From an optimization exercise on the open Yosys and OpenROAD flow, aimed at small area, a short achievable clock period and few clock cycles per item; shortcuts taken in it are not production practice. Only simulation tests tie the RTL to the original design; equivalence was not proved. Power figures rest on the tool's default switching activity, not on a simulated workload.

==> flow/design.v (excerpt) <==
module decimal_to_bcd #(
    parameter INPUT_WIDTH = 14,
    parameter DECIMAL_DIGITS = 4
)(
    input wire clk_i,
    input wire rst_i,
    input wire start_i,
    input wire [INPUT_WIDTH-1 : 0] binary_i,
    output reg [DECIMAL_DIGITS*4-1 : 0] bcd_o,
    output reg done_o
);
function [3:0] add3;
    input [3:0] d;
    begin
        add3[3] = d[3] | (d[2] & (d[1] | d[0]));
        add3[2] = (d[3] & d[0]) | (d[2] & ~d[1] & ~d[0]);
        add3[1] = (d[1] & (~d[2] | d[0])) | (d[3] & ~d[0]);
        add3[0] = (~d[3] & ~d[2] & d[0]) | (d[2] & d[1] & ~d[0]) | (d[3] & ~d[0]);
    end
endfunction
function [19:0] front;
    input [13:0] b;
    reg [29:0] sr;
    integer i, d;
    begin
        sr = {16'd0, b};
        for (i = 0; i < 10; i = i + 1) begin
            for (d = 0; d < 4; d = d + 1)
                sr[14 + d*4 +: 4] = add3(sr[14 + d*4 +: 4]);
            sr = sr << 1;
        end
        front = sr[29:10];
    end
endfunction
function [15:0] back;
    input [19:0] s;
    reg [29:0] sr;
    integer i, d;
    begin
        sr = {s, 10'd0};
        for (i = 10; i < 14; i = i + 1) begin
            for (d = 0; d < 4; d = d + 1)
                sr[14 + d*4 +: 4] = add3(sr[14 + d*4 +: 4]);
            sr = sr << 1;
        end
        back = sr[29:14];
    end
endfunction
wire [19:0] front_w = front(binary_i);
reg  [16:0] mid;
always @(posedge clk_i) begin
    mid <= front_w[16:0];
end
always @(posedge clk_i or posedge rst_i) begin
    if (rst_i) done_o <= 1'b0;
    else       done_o <= start_i;
end
always @(*) begin
    bcd_o = back({{(20-17){1'b0}}, mid});
end
endmodule
export LEC_CHECK = 0
export ABC_AREA = 1
export CAP_MARGIN = 20
export CORE_MARGIN = 2
export CORE_UTILIZATION = 40
export SLEW_MARGIN = 20
create_clock -name core_clock -period 10.0 [get_ports {clk_i}]
standard.sh (not shown) runs the stock make flow with config.mk's settings and CLKGATE_MAP_FILE= SYNTH_SCRIPT=/design/flow/synth_recipe.tcl, a recipe that flattens the netlist after the stock synthesis.
==> flow/flow/run.sh <==
#!/bin/bash
# Own layout flow: the standard layout (standard.sh) with
#  - synthesis run through ORFS's own synth script, but with the ABC area
#    script replaced by flow/abc_area.script (combinational mapping only;
#    registers and their names are the standard synthesis's),
#  - the port buffers made from a fast small buffer instead of the default,
set -euo pipefail
W=$(pwd)
BUF=${BUF:-sky130_fd_sc_hd__buf_2}
MARGIN=${MARGIN:-0}
CTS="-sink_clustering_enable -repair_clock_nets -dont_use_dummy_load -root_buf sky130_fd_sc_hd__clkbuf_8 -buf_list sky130_fd_sc_hd__clkbuf_8 -sink_clustering_size 30 -sink_clustering_max_diameter 200"
rm -rf "$W/scripts_mod"
cp -r "$FLOW_HOME/scripts" "$W/scripts_mod"
cp "$W/flow/abc_area.script" "$W/scripts_mod/abc_area.script"
bash standard.sh SCRIPTS_DIR="$W/scripts_mod" ABC_AREA=1 synth > "$W/synth.log" 2>&1
bash standard.sh "BUFFER_PORTS_ARGS=-buffer_cell $BUF" "CTS_ARGS=$CTS" SETUP_SLACK_MARGIN=$MARGIN finish > "$W/layout.log" 2>&1
==> flow/flow/abc_area.script <==
strash
dch
map -B 0.9
topo
buffer -c
upsize -c
dnsize -c
Testbench counts at the start, summed over its fixed seeds: cycles 2,048, items 2,048.
Then changed:
--- a/flow/flow/run.sh
+++ b/flow/flow/run.sh
@@ -11 +10,0 @@
-CTS="-sink_clustering_enable -repair_clock_nets -dont_use_dummy_load -root_buf sky130_fd_sc_hd__clkbuf_8 -buf_list sky130_fd_sc_hd__clkbuf_8 -sink_clustering_size 30 -sink_clustering_max_diameter 200"
@@ -16 +15 @@
-bash standard.sh "BUFFER_PORTS_ARGS=-buffer_cell $BUF" "CTS_ARGS=$CTS" SETUP_SLACK_MARGIN=$MARGIN finish > "$W/layout.log" 2>&1
+bash standard.sh "BUFFER_PORTS_ARGS=-buffer_cell $BUF" SETUP_SLACK_MARGIN=$MARGIN finish > "$W/layout.log" 2>&1
==> flow/flow/abc_area.script (replaced) <==
strash
balance -l
resub -K 6 -l
rewrite -l
resub -K 6 -N 2 -l
refactor -l
resub -K 8 -l
balance -l
resub -K 8 -N 2 -l
rewrite -l
resub -K 10 -l
rewrite -z -l
resub -K 10 -N 2 -l
balance -l
resub -K 12 -l
refactor -z -l
resub -K 12 -N 2 -l
rewrite -z -l
balance -l
balance -l
resub -K 6 -l
rewrite -l
resub -K 6 -N 2 -l
refactor -l
resub -K 8 -l
balance -l
resub -K 8 -N 2 -l
rewrite -l
resub -K 10 -l
rewrite -z -l
resub -K 10 -N 2 -l
balance -l
resub -K 12 -l
refactor -z -l
resub -K 12 -N 2 -l
rewrite -z -l
balance -l
dch -f
map -a
topo
stime -c
After rerunning:
- clock power climbs by about a fifth
- routed wire length drops by a quarter to a third
- setup slack gets worse by 2.2 ns
Then changed:
--- a/flow/flow/run.sh
+++ b/flow/flow/run.sh
@@ -9 +9 @@
-BUF=${BUF:-sky130_fd_sc_hd__buf_2}
+BUF=${BUF:-sky130_fd_sc_hd__buf_1}
@@ -10,0 +11 @@
+CTS="-sink_clustering_enable -repair_clock_nets -dont_use_dummy_load -sink_clustering_size 30 -sink_clustering_max_diameter 200"
@@ -15 +16 @@
-bash standard.sh "BUFFER_PORTS_ARGS=-buffer_cell $BUF" SETUP_SLACK_MARGIN=$MARGIN finish > "$W/layout.log" 2>&1
+bash standard.sh "BUFFER_PORTS_ARGS=-buffer_cell $BUF" "CTS_ARGS=$CTS" SETUP_SLACK_MARGIN=$MARGIN finish > "$W/layout.log" 2>&1
==> flow/flow/abc_area.script (replaced) <==
strash
dch
map -B 0.9
topo
buffer -c
upsize -c
dnsize -c
Outcome:
- The new run finished with timing, DRC and antenna clean
- first-iteration DRC count goes up by well over a third
- clock-buffer cell count decreases by 1
- critical path depth drops by 28
- core utilization shrinks by 2.4 points
Then changed:
--- a/flow/flow/run.sh
+++ b/flow/flow/run.sh
@@ -11 +11 @@
-CTS="-sink_clustering_enable -repair_clock_nets -dont_use_dummy_load -sink_clustering_size 30 -sink_clustering_max_diameter 200"
+CTS="-sink_clustering_enable -repair_clock_nets -dont_use_dummy_load -root_buf sky130_fd_sc_hd__clkbuf_4 -buf_list sky130_fd_sc_hd__clkbuf_4 -sink_clustering_size 30 -sink_clustering_max_diameter 500"
==> flow/flow/abc_area.script (replaced) <==
strash
balance -l
resub -K 6 -l
rewrite -l
resub -K 6 -N 2 -l
refactor -l
resub -K 8 -l
balance -l
resub -K 8 -N 2 -l
rewrite -l
resub -K 10 -l
rewrite -z -l
resub -K 10 -N 2 -l
balance -l
resub -K 12 -l
refactor -z -l
resub -K 12 -N 2 -l
rewrite -z -l
balance -l
dch -f
map -B 0.9
topo
buffer -c
upsize -c
dnsize -c
=> Design area shrinks by 15%; maximum frequency shrinks by about 8%; global-route usage shrinks by 1.3 points.
Then changed:
--- a/flow/flow/run.sh
+++ b/flow/flow/run.sh
@@ -9,3 +9,2 @@
-BUF=${BUF:-sky130_fd_sc_hd__buf_1}
-MARGIN=${MARGIN:-0}
-CTS="-sink_clustering_enable -repair_clock_nets -dont_use_dummy_load -root_buf sky130_fd_sc_hd__clkbuf_4 -buf_list sky130_fd_sc_hd__clkbuf_4 -sink_clustering_size 30 -sink_clustering_max_diameter 500"
+BUF=${BUF:-sky130_fd_sc_hd__buf_2}
+MARGIN=${MARGIN:-6}
@@ -16 +15 @@
-bash standard.sh "BUFFER_PORTS_ARGS=-buffer_cell $BUF" "CTS_ARGS=$CTS" SETUP_SLACK_MARGIN=$MARGIN finish > "$W/layout.log" 2>&1
+bash standard.sh "BUFFER_PORTS_ARGS=-buffer_cell $BUF" SETUP_SLACK_MARGIN=$MARGIN finish > "$W/layout.log" 2>&1
--- a/flow/flow/abc_area.script
+++ b/flow/flow/abc_area.script
@@ -19,0 +20,18 @@
+balance -l
+resub -K 6 -l
+rewrite -l
+resub -K 6 -N 2 -l
+refactor -l
+resub -K 8 -l
+balance -l
+resub -K 8 -N 2 -l
+rewrite -l
+resub -K 10 -l
+rewrite -z -l
+resub -K 10 -N 2 -l
+balance -l
+resub -K 12 -l
+refactor -z -l
+resub -K 12 -N 2 -l
+rewrite -z -l
+balance -l
@@ -21 +39 @@
-map -B 0.9
+map -a
@@ -23,3 +41 @@
-buffer -c
-upsize -c
-dnsize -c
+stime -c
Result: The changed run finished clean. Cell area went up by 86%. Routed wire length went up to 3.3 times its value. Utilization went up by 49 points.
Then changed:
==> flow/flow/abc_area.script (replaced) <==
strash
balance -l
resub -K 6 -l
rewrite -l
resub -K 6 -N 2 -l
refactor -l
resub -K 8 -l
balance -l
resub -K 8 -N 2 -l
rewrite -l
resub -K 10 -l
rewrite -z -l
resub -K 10 -N 2 -l
balance -l
resub -K 12 -l
refactor -z -l
resub -K 12 -N 2 -l
rewrite -z -l
balance -l
dch -f
map
topo
stime -c
Effect: Final area shrinks by 13%. Sequential share of layout area grows by 1.6 points. Setup slack improves by 1.6 ns. Final cell count shrinks by 2.4%. Synthesized area grows by about 9%. Count of clock-buffer cells in the layout is unchanged. Die area grows by about 8%. Routed wire length shrinks by 42%. Core utilization shrinks by 19 points. Worst hold slack degrades by 0.0058 ns. Power shrinks by 20%.

* * *

The RTL this note starts from:
==> flow/design.v <==
`timescale 1ns / 1ps
module decimal_to_bcd #(
    parameter INPUT_WIDTH = 14,
    parameter DECIMAL_DIGITS = 4
)(
    input wire clk_i,
    input wire rst_i,
    input wire start_i,
    input wire [INPUT_WIDTH-1 : 0] binary_i,
    output reg [DECIMAL_DIGITS*4-1 : 0] bcd_o,
    output reg done_o
);
function [3:0] add3;
    input [3:0] d;
    begin
        add3[3] = d[3] | (d[2] & (d[1] | d[0]));
        add3[2] = (d[3] & d[0]) | (d[2] & ~d[1] & ~d[0]);
        add3[1] = (d[1] & (~d[2] | d[0])) | (d[3] & ~d[0]);
        add3[0] = (~d[3] & ~d[2] & d[0]) | (d[2] & d[1] & ~d[0]) | (d[3] & ~d[0]);
    end
endfunction
function [19:0] front;
    input [13:0] b;
    reg [29:0] sr;
    integer i, d;
    begin
        sr = {16'd0, b};
        for (i = 0; i < 10; i = i + 1) begin
            for (d = 0; d < 4; d = d + 1)
                sr[14 + d*4 +: 4] = add3(sr[14 + d*4 +: 4]);
            sr = sr << 1;
        end
        front = sr[29:10];
    end
endfunction
function [15:0] back;
    input [19:0] s;
    reg [29:0] sr;
    integer i, d;
    begin
        sr = {s, 10'd0};
        for (i = 10; i < 14; i = i + 1) begin
            for (d = 0; d < 4; d = d + 1)
                sr[14 + d*4 +: 4] = add3(sr[14 + d*4 +: 4]);
            sr = sr << 1;
        end
        back = sr[29:14];
    end
endfunction
wire [19:0] front_w = front(binary_i);
reg  [16:0] mid;
always @(posedge clk_i) begin
    mid <= front_w[16:0];
end
always @(posedge clk_i or posedge rst_i) begin
    if (rst_i) done_o <= 1'b0;
    else       done_o <= start_i;
end
always @(*) begin
    bcd_o = back({{(20-17){1'b0}}, mid});
end
endmodule
==> flow/config.mk <==
export PLATFORM = sky130hd
export DESIGN_NAME = decimal_to_bcd
export DESIGN_NICKNAME = decimal_to_bcd
export VERILOG_FILES = /design/flow/design.v
export SDC_FILE = /design/flow/constraint.sdc
export NUM_CORES = 4
export LEC_CHECK = 0
export ABC_AREA = 1
export CAP_MARGIN = 20
export CORE_MARGIN = 2
export CORE_UTILIZATION = 40
export SLEW_MARGIN = 20
==> flow/constraint.sdc <==
create_clock -name core_clock -period 10.0 [get_ports {clk_i}]
set_input_delay 2.0000 -clock core_clock [delete_from_list [all_inputs] [get_ports {clk_i}]]
set_output_delay 2.0000 -clock core_clock [all_outputs]
set_load 0.01 [all_outputs]
==> flow/flow/run.sh <==
#!/bin/bash
# Own layout flow: the standard layout (standard.sh) with
#  - synthesis run through ORFS's own synth script, but with the ABC area
#    script replaced by flow/abc_area.script (combinational mapping only;
#    registers and their names are the standard synthesis's),
#  - the port buffers made from a fast small buffer instead of the default,
set -euo pipefail
W=$(pwd)
BUF=${BUF:-sky130_fd_sc_hd__buf_2}
MARGIN=${MARGIN:-0}
CTS="-sink_clustering_enable -repair_clock_nets -dont_use_dummy_load -sink_clustering_size 30 -sink_clustering_max_diameter 200"
rm -rf "$W/scripts_mod"
cp -r "$FLOW_HOME/scripts" "$W/scripts_mod"
cp "$W/flow/abc_area.script" "$W/scripts_mod/abc_area.script"
bash standard.sh SCRIPTS_DIR="$W/scripts_mod" ABC_AREA=1 synth > "$W/synth.log" 2>&1
bash standard.sh "BUFFER_PORTS_ARGS=-buffer_cell $BUF" "CTS_ARGS=$CTS" SETUP_SLACK_MARGIN=$MARGIN finish > "$W/layout.log" 2>&1
==> flow/flow/abc_area.script <==
strash
balance -l
resub -K 6 -l
rewrite -l
resub -K 6 -N 2 -l
refactor -l
resub -K 8 -l
balance -l
resub -K 8 -N 2 -l
rewrite -l
resub -K 10 -l
rewrite -z -l
resub -K 10 -N 2 -l
balance -l
resub -K 12 -l
refactor -z -l
resub -K 12 -N 2 -l
rewrite -z -l
balance -l
dch -f
map -B 0.9
topo
buffer -c
upsize -c
dnsize -c
Testbench counts at the start, summed over its fixed seeds: cycles 2,048, items 2,048.
==> next run, changes <==
==> flow/flow/abc_area.script (replaced) <==
strash
dch
map -B 0.9
topo
buffer -c
upsize -c
dnsize -c
Effect: Critical path depth came out lower by 22; clock-buffer cell count stays the same; routed wire length came out higher by 27%; final area came out higher by 16%.

==> what the ideal ports hide <==
The flow's constraints put no driver on any port. The routed layouts listed below were extracted and timed again, unchanged, in two steps. Step 1: set_driving_cell puts a clkbuf_16 on clk_i and a buf_2 on each other input, an assumption about the parent block. Step 2, shift: input delay + t, output delay - t, t = (earliest + latest rising clock arrival at the registers) / 2. This alone moves slack from input paths to output paths. a / b / c = no drivers / after step 1 / after step 2; a / b = the first two.
run	t (ns)	slack for setup (ns)	latest minus earliest clock arrival (ns)	cell pins on the clock port's net
the first run of note 1	0.271	5.532 / 5.506 / 5.777	0.009 / 0.008	1
the second run of note 1	0.268	3.295 / 3.298 / 3.031	0.005 / 0.005	1
the third run of note 1	0.268	5.585 / 5.561 / 5.828	0.007 / 0.007	1
the fourth run of note 1	0.292	5.209 / 5.209 / 4.917	0.019 / 0.019	1
the fifth run of note 1	0.291	3.618 / 3.586 / 3.295	0.004 / 0.004	1
the sixth run of note 1	0.274	5.210 / 5.165 / 4.892	0.007 / 0.007	1
the first run of note 2	0.264	5.180 / 5.183 / 4.920	0.010 / 0.011	1
the second run of note 2	0.271	5.532 / 5.506 / 5.777	0.009 / 0.008	1
After both steps every run listed still meets setup and hold. For the fifth run of note 1, which loses most, drivers alone change the setup slack by -0.032 ns; drivers and shift together by -0.323 ns.
